What follows belongs to an exercise in optimizing a design on an open flow for small area; a production flow would make more cautious choices. Only simulation tests tie the RTL to the original design; equivalence was not proved. Power is estimated from default activity; no workload was simulated.

## the reference run
==> flow/design.v (excerpt) <==
module filter_fir(input clk, input rst, input signed [15:0] din, output signed [15:0] dout);
  reg [15:0] d0;
  reg [15:0] d1;
  reg [15:0] d2;
  reg [15:0] d3;
  reg [15:0] d4;
  reg [15:0] d5;
  reg [15:0] d6;
  reg [6:0] cnt;
  reg [15:0] w0;   
  reg [15:0] w1;   
  reg [15:0] w2;   
  reg [15:0] w3;   
  reg [15:0] w4;   
  reg [15:0] w5;   
  reg [15:0] w6;   
  reg [15:0] w7;   
  reg [15:0] w8;   
  reg [15:0] w9;   
  reg [15:0] w10;   
  reg [15:0] w11;   
  reg [15:0] w12;   
  reg [15:0] w13;   
  reg [15:0] w14;   
  reg [15:0] w15;   
  reg [15:0] w16;   
  reg [15:0] w17;   
  reg [15:0] w18;   
  reg [15:0] w19;   
  reg [15:0] w20;   
  reg [15:0] w21;   
  reg [15:0] w22;   
  reg [15:0] w23;   
  reg [15:0] w24;   
  reg [15:0] w25;   
  reg [15:0] w26;   
  reg [15:0] w27;   
  reg [15:0] w28;   
  reg [15:0] w29;   
  reg [15:0] w30;   
  reg [15:0] w31;   
  reg [15:0] w32;   
  reg [15:0] w33;   
  reg [15:0] w34;   
  reg [15:0] w35;   
  reg [15:0] w36;   
  reg [15:0] w37;   
  reg [15:0] w38;   
  reg [15:0] w39;   
  reg [15:0] w40;   
  reg [15:0] w41;   
  reg [15:0] w42;   
  reg [15:0] w43;   
  reg [15:0] w44;   
  reg [15:0] w45;   
  reg [15:0] w46;   
  reg [15:0] w47;   
  reg [15:0] w48;   
  reg [15:0] w49;   
  reg [15:0] w50;   
  reg [15:0] w51;   
  reg [15:0] w52;   
  ...
clock: 6.5 ns
lec_check: 0
cap_margin: 20
core_margin: 2
core_utilization: 40
place_density: 0.85
slew_margin: 20
synth_hierarchical: 1
standard.sh (not shown) runs the stock make flow with config.mk's settings and CLKGATE_MAP_FILE= SYNTH_SCRIPT=/design/flow/synth_recipe.tcl, a recipe that flattens the netlist after the stock synthesis.
==> flow/flow/run.sh <==
#!/bin/bash
# The standard layout (standard.sh) with the clock tree built without dummy load cells
# and the port buffers made of the smallest buffer cell.
set -euo pipefail
CTS="-sink_clustering_enable -repair_clock_nets -dont_use_dummy_load -sink_clustering_size 20 -sink_clustering_max_diameter 45 -buf_list {sky130_fd_sc_hd__clkbuf_8}"
bash standard.sh "CTS_ARGS=$CTS" "BUFFER_PORTS_ARGS=-buffer_cell sky130_fd_sc_hd__buf_1" finish > standard_flow.log 2>&1
Input-level comparison between the trial run and the reference run:
Settings: clearing PLACE_DENSITY, which used to be 0.85.
==> flow/flow/run.sh <==
#!/bin/bash
# The standard layout (standard.sh) with the clock tree built without dummy load cells
# and the port buffers made of the smallest buffer cell.
set -euo pipefail
CTS="-sink_clustering_enable -repair_clock_nets -dont_use_dummy_load -sink_clustering_size 19 -sink_clustering_max_diameter 58 -buf_list {sky130_fd_sc_hd__clkbuf_2 sky130_fd_sc_hd__clkbuf_4 sky130_fd_sc_hd__clkbuf_8}"
bash standard.sh "CTS_ARGS=$CTS" "BUFFER_PORTS_ARGS=-buffer_cell sky130_fd_sc_hd__buf_1" finish > standard_flow.log 2>&1
==> comparison <==
Summary of the comparison: post-route clock skew is lower in the trial run, relative to the reference run.
The trial run ended with more global-route usage than the reference run.
Compared with the reference run, in the trial run clock transition at the registers of the reported paths did not really move; core utilization did not really move; depth of the most critical reg-to-reg path went down; clock period minus final worst setup slack went up.
The data-path buffer share of cell area in the final layout of the trial run and that of the reference run are within noise of each other.

--- another note on this design; it stands on its own ---

==> inputs of job 4949 <==
## filter_fir
module filter_fir(input clk, input rst, input signed [15:0] din, output signed [15:0] dout);
export LEC_CHECK = 0
export CAP_MARGIN = 20
export CORE_MARGIN = 2
export CORE_UTILIZATION = 40
export SLEW_MARGIN = 20
export SYNTH_HIERARCHICAL = 1
create_clock -name core_clock -period 6.5 [get_ports {clk}]
standard.sh (not shown) runs the stock make flow with config.mk's settings and CLKGATE_MAP_FILE= SYNTH_SCRIPT=/design/flow/synth_recipe.tcl, a recipe that flattens the netlist after the stock synthesis.
==> flow/flow/run.sh <==
#!/bin/bash
# The standard layout (standard.sh) with the clock tree built without dummy load cells
# and the port buffers made of the smallest buffer cell.
set -euo pipefail
CTS="-sink_clustering_enable -repair_clock_nets -dont_use_dummy_load -sink_clustering_size 20 -sink_clustering_max_diameter 60 -buf_list {sky130_fd_sc_hd__clkbuf_2 sky130_fd_sc_hd__clkbuf_4 sky130_fd_sc_hd__clkbuf_8}"
bash standard.sh "CTS_ARGS=$CTS" "BUFFER_PORTS_ARGS=-buffer_cell sky130_fd_sc_hd__buf_1" finish > standard_flow.log 2>&1
==> inputs of job 6605, as changes to job 4949 <==
==> flow/flow/run.sh (replaced) <==
#!/bin/bash
# The standard layout (standard.sh) with the clock tree built without dummy load cells
# and the port buffers made of the smallest buffer cell.
set -euo pipefail
CTS="-sink_clustering_enable -repair_clock_nets -dont_use_dummy_load -sink_clustering_size 18 -sink_clustering_max_diameter 50 -buf_list {sky130_fd_sc_hd__clkbuf_8}"
bash standard.sh "CTS_ARGS=$CTS" "BUFFER_PORTS_ARGS=-buffer_cell sky130_fd_sc_hd__buf_1" finish > standard_flow.log 2>&1
--- a/flow/config.mk
+++ b/flow/config.mk
@@ -9,3 +9,4 @@
 export CORE_MARGIN = 2
-export CORE_UTILIZATION = 40
+export CORE_UTILIZATION = 60
+export PLACE_DENSITY = 0.7
 export SLEW_MARGIN = 20
==> summary.txt <==
quantity	job 4949	job 6605
Global placer's final weighted congestion	0.8677	0.9431
Proportion of layout cells with a drive suffix above 1	0.04383	0.04745
Startpoint of the most critical setup path	w0[10]$_DFF_P_	w0[9]$_DFF_P_
Timing endpoint of the critical path	s2[24]$_DFF_P_	s3[19]$_DFF_P_
Site Rows	126	103
IR drop worst, VDD	0.3360 mV	0.3792 mV
Switching part of the total	0.3624	0.3623
Share of the core filled with cells in the final layout	0.4349	0.6465
Worst slew margin relative to its limit	0.2932	0.2468
NonClk Buf Share	0.008819	0.008554
Met1 usage	0.2417	0.3734
Effective utilization at floorplan	0.4035	0.6051
End of the worst hold path	w5[13]$_DFF_P_	d2[5]$_DFF_P_
Inserted Diodes	1	3
Setup slack after placement	0.3211 ns	0.2745 ns
Total Power Consumption	22.54 mW	22.95 mW
Detailed-routed wire length on met2	55.23 mm	52.69 mm
Fmax	0.1617 GHz	0.1618 GHz
Die ar.	121900 um2	81680 um2
Result of the run	finished clean	finished clean
Startpoint of the worst-slack reg-to-reg timing path	w0[10]$_DFF_P_	w0[9]$_DFF_P_
Sequential share of power	0.381	0.374
Post-detail-place hpwl	85.88 mm	84.44 mm
Pin count of the biggest net entering global routing	148	71
Final worst clock skew	0.1513 ns	0.1192 ns
Worst-skew pair later-pin latency	0.86 ns	0.77 ns

## port drivers added, routing unchanged
No port has a modelled driver above. Below, the same layouts with a new extraction and two added sets of constraints.
Step 1 assumes that a clkbuf_16 drives the clock port and a buf_2 every other input.
Step 2 times the ports against the registers' clock, not the clock port: input delays grow and output delays shrink by t, the midpoint of the rising clock arrivals with the driver on.
Slacks: ideal / step 1 / step 2; pairs: ideal / step 1.
run | t (ns) | setup WS [ns] | pins driven straight from the clock port
the reference run | 0.784 | 0.389 / 0.389 / 0.389 | 1
the trial run | 0.789 | 0.236 / 0.236 / 0.236 | 1
job 4949 | 0.852 | 0.316 / 0.316 / 0.316 | 1
job 6605 | 0.782 | 0.318 / 0.318 / 0.318 | 1
After both steps setup and hold are still met in every run listed.
